What follows belongs to an exercise in optimizing a design on an open flow for small area; a production flow would make more cautious choices. Function was checked by simulation only, so behaviour that the tests miss may differ from the original. Power figures rest on the tool's default switching activity, not on a simulated workload.

[design/flow/constraint.sdc]
create_clock -name core_clock -period 12.0 [get_ports {ADC_CLK_10}]
set_input_delay 2.4000 -clock core_clock [delete_from_list [all_inputs] [get_ports {ADC_CLK_10}]]
set_output_delay 2.4000 -clock core_clock [all_outputs]
set_load 0.01 [all_outputs]
[design/flow/design.v]
module unsignedsubtractor(x,y,d,bout);
	parameter size = 4;
	input [size-1:0] x;
	input [size-1:0] y;
	output [size-1:0] d;
	wire [size-1:0] boutbuf;
	output bout;
	fullsubtractor FS1(x[0],y[0],0,d[0],boutbuf[0]);
	genvar i;
	generate
	for(i = 1; i<size; i=i+1) begin: subtractors
			fullsubtractor FS(x[i],y[i],boutbuf[i-1],d[i],boutbuf[i]);
		end	
	endgenerate
	assign bout = boutbuf[size-1];
endmodule
module unsignedripplecarryadder(x,y,s,cout);
	parameter size = 4;
	input [size-1:0] x;
	input [size-1:0] y;
	output[size-1:0] s;
	wire [size-1:0] coutbuf;
	output cout;
	fulladder FA1(x[0],y[0],0,s[0],coutbuf[0]);
	genvar i; 
	generate
	for(i = 1; i<size; i=i+1) begin: adders
		fulladder FA(x[i],y[i],coutbuf[i-1],s[i],coutbuf[i]);
		end
	endgenerate 
	assign cout = coutbuf[size-1];
endmodule
module multiplyby2(x,p,c);
	input [7:0] x;
	output [7:0] p;
	output c;
	assign c = x[7];
	assign p = x << 1;
endmodule
module divideby2(x,q,r);
	input [7:0] x;
	output [7:0] q;
	output r; 
	assign r = x[0];
	assign q = x >> 1;
endmodule
module fulladder(x,y,cin,s,cout);
	input x;
	input y;
	input cin;
	output s;
	output cout;
	assign s = x^y^cin;
	assign cout = (y&cin) | (x&y) | (x&cin);
endmodule
module fullsubtractor(x,y,bin,d,bout);
	input x;
	input y;
	input bin;
	output d;
	output bout;
	assign d = x^y^bin;
	assign bout = (y&bin) | ((~x)&bin) | ((~x)&y);
endmodule
module oOR(x,y, oout);
	input [3:0] x;
	input [3:0] y;
	output [3:0] oout;
	assign oout = x|y;
endmodule 
module nNOT(z,nout);
	input [7:0]z;
	output [7:0] nout;
	assign nout = ~z;
endmodule 
module EXOR(x,y,eout);
	input [3:0] x;
	input [3:0] y;
	output [3:0] eout;
	assign eout = x^y;
endmodule 
module aAND(x,y,aout);
	input [3:0] x;
	input [3:0] y;
	output [3:0] aout;
	assign aout = x&y;
endmodule 
module max(x,y,o);
	input [3:0] x;
	input [3:0] y;
	output [3:0] o;
	wire greateroutput;
	greater G1(x,y,greateroutput);
	assign o[3] = (x[3] & greateroutput) | (y[3] & ~greateroutput);
	assign o[2] = (x[2] & greateroutput) | (y[2] & ~greateroutput);
	assign o[1] = (x[1] & greateroutput) | (y[1] & ~greateroutput);
	assign o[0] = (x[0] & greateroutput) | (y[0] & ~greateroutput);
endmodule 
module lessthan(x,y,o);
	input [3:0] x;
	input [3:0] y;
	output reg o;
	always @(x,y) begin
		o = 0;
		if(x < y) begin
			o = 1;
			end
		end
endmodule 
module greater(x,y,o);
	input [3:0] x;
	input [3:0] y;
	output reg o;
	always @(x,y) begin
		o = 0;
		if(x > y) begin
			o = 1;
			end
		end
endmodule
module equal(x,y,o);
	input [3:0] x;
	input [3:0] y;
	output reg o;
	always @(x,y) begin
		o = 0;
		if(x == y) begin
			o = 1;
			end
		end
endmodule 
module signedadder(x,y,s);
	input [3:0] x, y;
	output [7:0] s;
	wire [4:0] signextensionx, signextensiony;
	assign signextensionx [4] = x [3];
	assign signextensionx [3:0] = x;
	assign signextensiony [4] = y [3];
	assign signextensiony [3:0] = y;
	wire [4:0] coutbuf;
	fulladder FA1(signextensionx[0],signextensiony[0],0,s[0],coutbuf[0]);
	genvar i; 
	generate
	for(i = 1; i<=4; i=i+1) begin: signedadders
		fulladder FA(signextensionx[i],signextensiony[i],coutbuf[i-1],s[i],coutbuf[i]);
		end
	endgenerate 
	assign s[5] = s[4];
	assign s[6] = s[4];
	assign s[7] = s[4];
endmodule
module signedsubtractor(x,y,d);
	input [3:0] x, y;
	output reg [7:0] d;
	wire [7:0] dbuf,dplus8,diff;
	wire [3:0] negy;
	assign negy = ~y + 1;
	signedadder sa1(x,7,dbuf);
	signedadder sa2(dbuf,1,dplus8);
	signedadder sa3(x,negy,diff);
	always @(x,y) begin
		if(y == 8) begin
			d = dplus8;
		end
		else begin
			d = diff;
		end
	end
endmodule
module sevensegment(binaryin,decin,sevenseg,decout);
	input [3:0] binaryin;
	input decin; 
	output reg [6:0] sevenseg;
	output decout; 
	assign decout = decin;
	always @(binaryin) begin
		case(binaryin)
			4'b0000 : sevenseg = 7'b1000000;  
			4'b0001 : sevenseg = 7'b1111001;  
			4'b0010 : sevenseg = 7'b0100100;	 
			4'b0011 : sevenseg = 7'b0110000;	 
			4'b0100 : sevenseg = 7'b0011001;	 
			4'b0101 : sevenseg = 7'b0010010;	 
			4'b0110 : sevenseg = 7'b0000010;	 
			4'b0111 : sevenseg = 7'b1111000;	 
			4'b1000 : sevenseg = 7'b0000000;	 
			4'b1001 : sevenseg = 7'b0010000;	 
			4'b1010 : sevenseg = 7'b0001000;	 
			4'b1011 : sevenseg = 7'b0000011;	 
			4'b1100 : sevenseg = 7'b1000110;	 
			4'b1101 : sevenseg = 7'b0100001;	 
			4'b1110 : sevenseg = 7'b0000110;  
			4'b1111 : sevenseg = 7'b0001110;	 
			endcase
		end
endmodule 
module sevensegmodedisplay(mode, sevensegmode1,sevensegmode2);
	input [3:0] mode;
	output reg [6:0] sevensegmode1;
	output reg [6:0] sevensegmode2;
	always @(mode) begin
		case(mode)
			4'b0000 :  
			begin
				sevensegmode1 = 7'b0001000;	
				sevensegmode2 = 7'b0001000;
			end
			4'b0001 :  
			begin
				sevensegmode1 = 7'b0001000;	
				sevensegmode2 = 7'b0010010;
			end
			4'b0010 :  
			begin
				sevensegmode1 = 7'b0001000; 
				sevensegmode2 = 7'b0001100;
			end
			4'b0011 :  
			begin
				sevensegmode1 = 7'b0001000; 
				sevensegmode2 = 7'b0100001;
			end
			4'b0100 :  
			begin
				sevensegmode1 = 7'b1000111; 
				sevensegmode2 = 7'b0001000;
			end
			4'b0101 :  
			begin
				sevensegmode1 = 7'b1000111;	
				sevensegmode2 = 7'b1000000;
			end
			4'b0110 :  
			begin
				sevensegmode1 = 7'b1000111; 
				sevensegmode2 = 7'b0001001;
			end
			4'b0111 :  
			begin
				sevensegmode1 = 7'b1000111; 
				sevensegmode2 = 7'b0101011;
			end
			4'b1000 :  
			begin
				sevensegmode1 = 7'b1000110;	
				sevensegmode2 = 7'b0000110;
			end
			4'b1001 :  
			begin
				sevensegmode1 = 7'b1000110; 
				sevensegmode2 = 7'b0000010;
			end
			4'b1010 :  
			begin
				sevensegmode1 = 7'b1000110; 
				sevensegmode2 = 7'b1000111;
			end
			4'b1011 :  
			begin
				sevensegmode1 = 7'b1000110; 
				sevensegmode2 = 7'b0001001;
			end
			4'b1100:  
			begin
				sevensegmode1 = 7'b0101011;
				sevensegmode2 = 7'b0101111;
			end
			4'b1101:  
			begin
				sevensegmode1 = 7'b0010010;
				sevensegmode2 = 7'b0001000;
			end
			4'b1110:  
			begin
				sevensegmode1 = 7'b0010010;
				sevensegmode2 = 7'b0010010;
			end
			4'b1111:  
			begin
				sevensegmode1 = 7'b0101011;
				sevensegmode2 = 7'b0001110;
			end
			endcase
		end
endmodule
module multip(ArithAdd,Addcarry,ArithSub,Subborrow,Arithx2,x2carry,Arithd2,d2remainder,Logand,Logor,Logxor,Lognot,Compeq,Compgreat,Compless,CompMAX,nightrid,signedadd,signedsub,O,S,outputLED,multiplydecpoint,dividedecpoint);
	input [7:0] ArithAdd,ArithSub,Arithx2,Arithd2,Logand,Logor,Logxor,Lognot,Compeq,Compgreat,Compless,CompMAX,signedadd,signedsub;
	input [3:0] S;
	input [9:0] nightrid;
	input Addcarry, Subborrow, x2carry, d2remainder;
	output reg multiplydecpoint,dividedecpoint;
	output reg [7:0] O;
	output reg [9:0] outputLED;
	always@(*)
	begin
		multiplydecpoint = 1;
		dividedecpoint = 1; 
		case(S)
		4'b0000 :
		begin
			O = ArithAdd;  
			outputLED[7:0] = O;
			outputLED[8] = 0;
			outputLED[9] = Addcarry;
		end
		4'b0001 : 
		begin
			O = ArithSub;  
			outputLED[7:0] = O;
			outputLED[8] = 0;
			outputLED[9] = Subborrow;
		end
		4'b0010 : 
		begin
			O = Arithx2;  
			outputLED[7:0] = O;
			outputLED[8] = 0;
			outputLED[9] = x2carry;
			multiplydecpoint = ~x2carry;
		end
		4'b0011 : 
		begin
			O = Arithd2;  
			outputLED[7:0] = O;
			outputLED[8] = 0;
			outputLED[9] = d2remainder;
			dividedecpoint = ~d2remainder;
		end
		4'b0100 :
		begin
			O = Logand;  
			outputLED[7:0] = O;
			outputLED[9:8] = 2'b00;
		end
		4'b0101 : 
		begin 
			O = Logor;  
			outputLED[7:0] = O;
			outputLED[9:8] = 2'b00;
		end
		4'b0110 : 
		begin
			O = Logxor;  
			outputLED[7:0] = O;
			outputLED[9:8] = 2'b00;
		end
		4'b0111 : 
		begin
			O = Lognot;  
			outputLED[7:0] = O;
			outputLED[9:8] = 2'b00;
		end
		4'b1000 : 
		begin
			O = Compeq;  
			outputLED[7:0] = O;
			outputLED[9:8] = 2'b00;
		end
		4'b1001 : 
		begin
			O = Compgreat;  
			outputLED[7:0] = O;
			outputLED[9:8] = 2'b00;
		end
		4'b1010 : 
		begin
			O = Compless;  
			outputLED[7:0] = O;
			outputLED[9:8] = 2'b00;
		end
		4'b1011 :
		begin
			O = CompMAX;  
			outputLED[7:0] = O;
			outputLED[9:8] = 2'b00;
		end
		4'b1100 : 
		begin
			O = 0;
			outputLED = nightrid;  
		end
		4'b1101 :  
		begin
			O = signedadd;
			outputLED[7:0] = O;
			outputLED[9:8] = 0;
		end
		4'b1110 :  
		begin
			O = signedsub;
			outputLED[7:0] = O;
			outputLED[9:8] = 0;
		end
		4'b1111:  
		begin
			O = 0;
			outputLED = 0;
		end
		endcase
	end
endmodule
module knightrider(clkin,LEDout,mode,speed,reset);
	input clkin;
	input reset;
	input [3:0] mode;
	input [3:0] speed;
	reg [31:0] divider;
	reg shiftdirection1, shiftdirection2, shiftdirection9, shiftdirection11, shiftdirection12;
	output reg [9:0] LEDout;
	reg [13:0] LEDbuf1, LEDbuf2;
	reg [9:0] LEDbuf3, LEDbuf4, LEDbuf5, LEDbuf6, LEDbuf7, LEDbuf8, LEDbuf10, LEDbuf11, LEDbuf12;
	reg[17:0] LEDbuf9;
	localparam TICK = 100;
	always @(posedge clkin) begin
		if(reset) begin
			LEDout = 10'b0000000000;
			divider = 0;
			shiftdirection1 = 0;
			shiftdirection2 = 1;
			shiftdirection9 = 0;
			shiftdirection11 = 0;
			shiftdirection12 = 0;
			LEDbuf1 = 14'b00000000001100;
			LEDbuf2 = 14'b00110000000000;
			LEDbuf3 = 10'b0000011111;
			LEDbuf4 = 10'b0101010101;
			LEDbuf5 = 10'b0011001100;
			LEDbuf6 = 10'b0000110000;
			LEDbuf7 = 10'b0001111000;
			LEDbuf8 = 10'b1110000111;
			LEDbuf9 = 17'b00000000000110000;
			LEDbuf10 = 10'b0000000000;
			LEDbuf11 = 10'b0000000000;
			LEDbuf12 = 10'b0000000000;
		end
		else begin
		divider = divider + 1;
		if(divider >= (TICK*(speed+1))) begin
			divider = 0;
			if(LEDbuf1[13:12] == 2'b11) begin
				shiftdirection1 = 1;
			end
			if(LEDbuf1[1:0] == 2'b11) begin
				shiftdirection1 = 0;
			end
			if(LEDbuf2[13:12] == 2'b11) begin
				shiftdirection2 = 1;
			end
			if(LEDbuf2[1:0] == 2'b11) begin
				shiftdirection2 = 0;
			end
			if(LEDbuf9[17:16] == 2'b11) begin
				shiftdirection9 = 1;
			end
			if(LEDbuf9[1:0] == 2'b11) begin
				shiftdirection9 = 0;
			end
			if(LEDbuf11 == 10'b1111111111) begin
				shiftdirection11 = 1;
			end
			if(LEDbuf11 == 0) begin
				shiftdirection11 = 0;
			end
			if(LEDbuf12 == 10'b1111111111) begin
				shiftdirection12 = 1;
			end
			if(LEDbuf12 == 0) begin
				shiftdirection12 = 0;
			end
			if(shiftdirection1 == 0) begin
				LEDbuf1 = LEDbuf1 << 1;
			end
			if(shiftdirection1 == 1) begin
				LEDbuf1 = LEDbuf1 >> 1;
			end
			if(shiftdirection2 == 0) begin
				LEDbuf2 = LEDbuf2 << 1;
			end
			if(shiftdirection2 == 1) begin
				LEDbuf2 = LEDbuf2 >> 1;
			end
			LEDbuf3 = LEDbuf3 ^ 10'b1111111111;
			LEDbuf4 = LEDbuf4 ^ 10'b1111111111;
			LEDbuf5 = LEDbuf5 ^ 10'b1111111111;
			LEDbuf6 = LEDbuf6 ^ 10'b1111111111;
			LEDbuf7 = LEDbuf7 ^ 10'b1111111111;
			LEDbuf8 = LEDbuf8 ^ 10'b1001111001;
			if(shiftdirection9 == 0) begin
				LEDbuf9 = LEDbuf9 << 4;
			end
			if(shiftdirection9 == 1) begin
				LEDbuf9 = LEDbuf9 >> 4;
			end
			if(LEDbuf10 == 10'b1111111111) begin
				LEDbuf10 = ~LEDbuf10;
			end
			LEDbuf10 = LEDbuf10 << 1;
			LEDbuf10 = LEDbuf10 + 1;
			if(shiftdirection11 == 0) begin
				LEDbuf11 = LEDbuf11 << 1;
				LEDbuf11 = LEDbuf11 + 1;
			end
			if(shiftdirection11 == 1) begin
				LEDbuf11 = LEDbuf11 >> 1;
			end
			if(shiftdirection12 == 0) begin
				LEDbuf12 = LEDbuf12 << 1;
				LEDbuf12 = LEDbuf12 + 1;
			end
			if(shiftdirection12 == 1) begin
				LEDbuf12 = LEDbuf12 << 1;
			end
			if(mode == 0) begin
				LEDout = LEDbuf1 [11:2];
			end
			if(mode == 1) begin
				LEDout = ~LEDbuf1 [11:2];
			end
			if(mode == 2) begin
				LEDout = (LEDbuf1 [11:2] | LEDbuf2 [11:2]);
			end
			if(mode == 3) begin
				LEDout = ~(LEDbuf1 [11:2] | LEDbuf2 [11:2]);
			end
			if(mode == 4) begin
				LEDout = (LEDbuf1 [11:2] | LEDbuf2 [11:2]);
				if(LEDbuf1 == LEDbuf2) begin
					LEDout = 10'b1111111111;
					LEDbuf1 = 14'b00000000000011;
					LEDbuf2 = 14'b11000000000000;
				end
			end
			if(mode == 5) begin
				LEDout = ~(LEDbuf1 [11:2] | LEDbuf2 [11:2]);
				if(LEDbuf1 == LEDbuf2) begin
					LEDout = 10'b0000000000;
					LEDbuf1 = 14'b00000000000011;
					LEDbuf2 = 14'b11000000000000;
				end
			end
			if(mode == 6) begin 
				LEDout = LEDbuf3;
			end
			if(mode == 7) begin
				LEDout = LEDbuf4;
			end
			if(mode == 8) begin
				LEDout = LEDbuf5;
			end
			if(mode == 9) begin
				LEDout = LEDbuf6;
			end
			if(mode == 10) begin
				LEDout = LEDbuf7;
			end
			if(mode == 11) begin
				LEDout = LEDbuf8;
			end
			if(mode == 12) begin
				LEDout = LEDbuf9[13:4];
			end
			if(mode == 13) begin
				LEDout = LEDbuf10;
			end
			if(mode == 14) begin
				LEDout = LEDbuf11;
			end
			if(mode == 15) begin
				LEDout = LEDbuf12;
			end
		end
		end
	end
endmodule
module DE10_LITE_Golden_Top(
	input 		          		ADC_CLK_10,
	input 		          		reset,
	output		     [7:0]		HEX0,
	output		     [7:0]		HEX1,
	output		     [7:0]		HEX2,
	output		     [7:0]		HEX3,
	output		     [7:0]		HEX4,
	output		     [7:0]		HEX5,
	input 		     [1:0]		KEY,
	output		     [9:0]		LEDR,
	input 		     [9:0]		SW
);
reg [1:0] switchstate;
reg [1:0] keystate;
reg [1:0] keyprev;
wire [3:0] modecontrol;
wire[7:0] muxout;
wire [7:0] sumout,diffout,productout,quotientout,orout,andout,xorout,notout,greaterout,lessthanout,equalout,maxout,signedaddout, signedsubout;
wire [9:0] knightrider;
wire decin;
wire addercarry;
wire subtractorborrow;
wire multiplycarry;
wire divideremainder;
wire leftover;
wire multiplydecpoint;
wire dividedecpoint;
assign decin = 1'b1;
assign sumout[7:4] = 4'b0000;
assign diffout[7:4] = 4'b0000;
assign andout[7:4] = 4'b0000;
assign orout[7:4] = 4'b0000;
assign xorout[7:4] = 4'b0000;
assign equalout[7:1] = 7'b0000000;
assign greaterout[7:1] = 7'b0000000;
assign lessthanout[7:1] = 7'b0000000;
assign maxout[7:4] = 4'b0000;
always @(posedge ADC_CLK_10) begin
	keyprev <= KEY;
	if (reset) begin
		keystate <= 2'b00;
	end
	else begin
		if (KEY[0] & ~keyprev[0])
			keystate[1] <= ~keystate[1];
		if (KEY[1] & ~keyprev[1])
			keystate[0] <= ~keystate[0];
	end
end
always @(*) begin
	switchstate = SW[9:8];
	end
assign modecontrol = {keystate, switchstate};
signedadder sa1(SW[7:4],SW[3:0],signedaddout);
signedsubtractor ss1(SW[7:4],SW[3:0],signedsubout);
multiplyby2 m1(SW[7:0],productout,multiplycarry);
divideby2 d1(SW[7:0],quotientout,divideremainder);
unsignedripplecarryadder a1(SW[7:4],SW[3:0],sumout[3:0],addercarry);
unsignedsubtractor s1(SW[7:4],SW[3:0],diffout[3:0],subtractorborrow);
aAND and1(SW[7:4],SW[3:0],andout[3:0]);
oOR o1(SW[7:4],SW[3:0],orout[3:0]);
EXOR x1(SW[7:4],SW[3:0],xorout[3:0]);
nNOT n1(SW[7:0],notout);
equal e1(SW[7:4],SW[3:0],equalout[0]);
greater g1(SW[7:4],SW[3:0],greaterout[0]);
lessthan l1(SW[7:4],SW[3:0],lessthanout[0]);
max max1(SW[7:4],SW[3:0],maxout[3:0]);
knightrider kr1(ADC_CLK_10,knightrider,SW[7:4],SW[3:0],reset);
multip mux1(sumout,addercarry,diffout,subtractorborrow,productout,multiplycarry,quotientout,divideremainder,andout,orout,xorout,notout,equalout,greaterout,lessthanout,maxout,knightrider,signedaddout,signedsubout,muxout,modecontrol,LEDR[9:0],multiplydecpoint,dividedecpoint);
sevensegment seg5(SW[7:4],decin,HEX5[6:0],HEX5[7]);
sevensegment seg4(SW[3:0],decin,HEX4[6:0],HEX4[7]);
sevensegmodedisplay segmode(modecontrol,HEX3[6:0],HEX2[6:0]);
sevensegment seg0(muxout[3:0],dividedecpoint,HEX0[6:0],HEX0[7]);
sevensegment seg1(muxout[7:4],multiplydecpoint,HEX1[6:0],HEX1[7]);
assign HEX3[7] = 1'b1;
assign HEX2[7] = 1'b1;
endmodule
[design/flow/run.sh]
#!/bin/bash
# synth_recipe.tcl (not shown) runs the flow's synth.tcl, then flattens the netlist and writes it again
# the make line also repeats each setting of config.mk as NAME=value (left out here)
make -C /OpenROAD-flow-scripts/flow DESIGN_CONFIG=/design/flow/config.mk WORK_HOME=/design/flow/orfs CLKGATE_MAP_FILE= SYNTH_SCRIPT=/design/flow/synth_recipe.tcl finish
[design/flow/config.mk]
export PLATFORM = sky130hd
export DESIGN_NAME = DE10_LITE_Golden_Top
export DESIGN_NICKNAME = DE10_LITE_Golden_Top
export VERILOG_FILES = /design/flow/design.v
export SDC_FILE = /design/flow/constraint.sdc
export NUM_CORES = 4
export LEC_CHECK = 0
export CAP_MARGIN = 20
export CORE_MARGIN = 2
export CORE_UTILIZATION = 40
export SLEW_MARGIN = 20
==> results.txt <==
==> registers in the layout (all words and copies together), names as in the netlist, 14 cells and up <==
signal	count
kr1.divider	32
kr1.LEDbuf9	18
kr1.LEDbuf1	14
kr1.LEDbuf2	14
==> cell type report <==
| type | instances | area [um2] |
|---|---|---|
| Fill cell | 3248 | 17800 |
| Clock buffer | 17 | 425 |
| Sequential cell | 183 | 3660 |
| Timing Repair Buffer | 76 | 731 |
| Multi-Input combinational cell | 1326 | 8810 |
| Inverter | 73 | 274 |
| Clock inverter | 15 | 161 |
| Tap cell | 442 | 553 |
==> logic make-up after synthesis <==
group	count (synthesis)	synth area share
AOI/OAI and AO/OA	433	0.222
muxes	48	0.0400
DFF	183	0.278
xor gates and xnor gates	86	0.0572
and+or+nand+nor	624	0.230
other	2	0.000571
buffers and inverters	188	0.0589
adders and majority gates	112	0.113
==> metrics by stage <==
stage / util / setup WS [ns] / area, um2 / cells
5_1_grt: 0.451 / 1.28 / 14600 / 2132
4_1_cts: 0.451 / 1.69 / 14600 / 2132
6_report: 0.451 / 1.62 / 14600 / 2132
3_3_place_gp: 0.432 / 1.86 / 14000 / 2100
2_1_floorplan: - / 3.43 / 13200 / 1697
3_5_place_dp: 0.432 / 1.70 / 14000 / 2100
==> worst reg2reg max path: cells and delay by family, from the launching register on <==
| kind | cells | cell delay, ns |
|---|---|---|
| fa+ha+maj | 2 | 0.61 |
| compound gates | 5 | 1.31 |
| flops | 1 | 0.46 |
| simple gates | 9 | 3.13 |
| mux | 1 | 0.72 |
==> power breakdown <==
group | switching, W | total [W] | internal [W] | leakage (nW)
registers | 0.0000253 | 0.000660 | 0.000635 | 1.51
logic | 0.000222 | 0.000398 | 0.000176 | 3.99
clock network | 0.000273 | 0.000568 | 0.000295 | 0.282
total | 0.000520 | 0.00163 | 0.00111 | 5.78
==> synth_stat cells, drive strengths merged (12+ instances only) <==
cell,instances
nor2b,18
o22ai,29
xnor2,75
nor4,20
or3,12
mux2i,29
nor2,144
a211oi,26
a21oi,127
dfxtp,183
mux2,17
o211ai,20
buf,32
nand2,198
and3,20
inv,69
nand4,21
ha,101
o31ai,13
nor3,23
nand3,72
nand2b,41
clkbuf,83
o21ai,72
==> worst max-delay path by stage <==
| stage | start | to | slack, ns |
|---|---|---|---|
| floorplan | SW[0] | HEX1[3] | 3.43 |
| global placement | SW[0] | HEX1[3] | 1.86 |
| detailed placement | SW[0] | HEX1[3] | 1.70 |
| CTS | SW[0] | HEX1[3] | 1.69 |
| global route | SW[0] | HEX1[3] | 1.28 |
| finish | SW[0] | HEX1[3] | 1.62 |
==> routing by layer <==
layer / track usage / up-vias / wire [um]
li1: - / 6000 / -
met1: 0.302 / 5874 / 17700
met2: 0.370 / 396 / 18000
met3: 0.0411 / 63 / 2480
met4: 0.0752 / 0 / 976
met5: 0 / - / 0
==> implementation parameters <==
Parameter                              Value

Cells and area
  Area overhead of the layout relative to synthesis ... 11.1%
  Share of final-layout standard cells stronger than drive strength 1 ... 0.0515
  Ant. Diodes ... 0
  Commonest non-fill, non-tap cell in the layout ... sky130_fd_sc_hd__nand2_1
  Most frequent cells in the layout ... sky130_fd_sc_hd__nand2_1 (197), sky130_fd_sc_hd__dfxtp_1 (183), sky130_fd_sc_hd__nor2_1 (144), sky130_fd_sc_hd__a21oi_1 (127), sky130_fd_sc_hd__ha_1 (101)
  Final net count ... 1803

Power and ir drop
  Total design power ... between 0.0015 and 0.002 W
  Leakage power ... between 5 and 6 nW
  Power density cells ... between 100 and 150 mW/mm2
  Largest vdd supply drop ... about 110 uV

Timing
  Final hold violation count ... 0
  Worst slew slack as a fraction of its limit ... 0.296
  RSZ-0062 raised after global routing ... false
  Achievable Freq ... roughly 0.096 GHz
  Setup clock skew after layout ... approximately 0.019 ns
  Worst Tran Pin Value ... 1.06 ns
  Final-report max-slew violation count ... 0
  Final Setup Violations ... 0
  Total Negative Setup Slacks ... 0 ns
  Period utilization ... 0.865
  Worst hold margin ... between 0.4 and 0.5 ns
  Minimum clock period ... around 10 ns

Logic synthesis
  Leading cell types by total area after synthesis ... sky130_fd_sc_hd__dfxtp_1 (28%), sky130_fd_sc_hd__ha_1 (9.6%), sky130_fd_sc_hd__nand2_1 (5.6%)
  Cell area after synthesis ... between 0.01 and 0.015 mm2
  Post-synthesis async set-or-reset flop share ... 0
  Syn Inst Count ... roughly 1700
  Fraction of the yosys area taken by sequential cells ... 0.278
  Number of flops mapped to enable cells by yosys ... 0
  Flip-flop and latch count after synthesis ... approximately 180
  Synth top area share ... 0.278
  Number of different library cells in the post-synthesis netlist ... 90
  Synthesized area per cell ... roughly 7.9 um2
  Synth Flop Type ... sky130_fd_sc_hd__dfxtp_1
  Synth warnings ... 15
  Cell type contributing the most total cell area after synthesis ... sky130_fd_sc_hd__dfxtp_1

Status
  Run status ... finished clean

Worst setup path
  Flop2flop setup slack ... between 5 and 6 ns
  Cells on worst reg2reg path ... 17
  Longest individual stage delay on the worst path ... 0.96 ns
  Top cell family by delay on the critical path ... buffers and inverters
  Cells along the critical path ... clkdlybuf4s50_1 > inv_1 > ha_1 > inv_1 > fa_1 > inv_1 > fa_1 > inv_1 > fa_1 > mux2i_1 > o22ai_1 > a222oi_1 > inv_1 > ha_1 > mux4_2 > clkdlybuf4s50_1
  Category of the most critical setup path ... in2out
  Max Fanout on Critical Path ... 15
  Standard cell with the maximum stage delay on the critical path ... sky130_fd_sc_hd__a222oi_1
  Type of origin of the critical path ... primary input
  CP endpoint kind ... output port
  Required time reported for the critical path endpoint ... approximately 9.6 ns
  Most numerous cell on the critical path ... sky130_fd_sc_hd__inv_1
  CP Buf/Inv Count ... 7
  RR Startpoint ... kr1.LEDbuf1[12]
  Worst R2R End ... kr1.LEDout[9]
  Stages on the worst setup path ... 16
  Data arrival, critical path ... between 7 and 8 ns

Placed design
  Port-buffer cells ... 67
  Detailed-placement wirelength estimate ... ~28000 um
  Routability Congestion ... 0.934

Drt
  Antenna Nets Post-Route ... 0
  Detailed-route wire length ... between 30000 and 40000 um
  DR iter-0 viols ... roughly 970
  Detailed-route wire length per cell ... between 15 and 20 um
  Pre-Repair DR Iteration Count ... 5
  Avg Vias per Cell ... just under 6
  Total via count after detailed routing ... between 10000 and 15000
  DRC violations left ... 0

Hold path
  Worst hold stages ... 2
  Hold_sp ... kr1.LEDbuf10[9]
  Hold worst-path end ... kr1.LEDbuf10[9]
  Type of the worst min-delay path ... reg2reg

Clock network
  Level count of the clock H-tree ... 4
  Clock net sink count ... between 150 and 200
  Cell at the root of the clock tree ... sky130_fd_sc_hd__clkbuf_16
  Worst-case clock buffer depth ... 2
  Number of cells upsized or downsized after cts ... 0
  Clock slew at the register clock pins of the worst setup and hold paths ... ~0.070 ns
  Latest clock arrival within the worst-skew pair ... roughly 0.45 ns
  CTS tree ... done
  Number of buffers added for setup after CTS ... 0
  Number of buffers inserted during clock tree synthesis ... 17
  Hold Buf Count CTS ... 0

Floorplanning
  Chip Height ... roughly 190 um
  Cell row count ... 66
  Placeable core area ... 0.0325 mm2
  Die area ... about 0.034 mm2
  Overall die width ... about 190 um
  Top-Level Pins ... 72
  Initial core utilization ... 0.406

Global route
  Number of antenna violations at the first check in global routing ... 0
  Number of global-route vias before repair ... between 10000 and 15000
  Wire length of the first global-routing pass ... 62100 um
  Largest net degree at the start of global routing ... 90
  Total global-route track usage ... 0.227
  Overall overflow remaining after global route ... 0

Run
  Count of max-cap constraint violations ... 0

==> what the ideal ports hide <==
Ports are ideal in the flow. The routed layout listed here was re-timed in OpenROAD.
Step 1 assumes that a clkbuf_16 drives the clock port and a buf_2 every other input.
Step 2, shift: input delay + t, output delay - t, t = (earliest + latest rising clock arrival at the registers) / 2. This alone moves slack from input paths to output paths.
a / b / c = no drivers / after step 1 / after step 2; a / b = the first two.
shift t [ns]: 0.499
slack for setup (ns): 1.619 / 1.594 / 1.594
worst data-port slew with drivers (ns): 0.06
After both steps setup and hold are still met in this run. For this run, drivers alone change the setup slack by -0.025 ns; drivers and shift together by -0.025 ns.
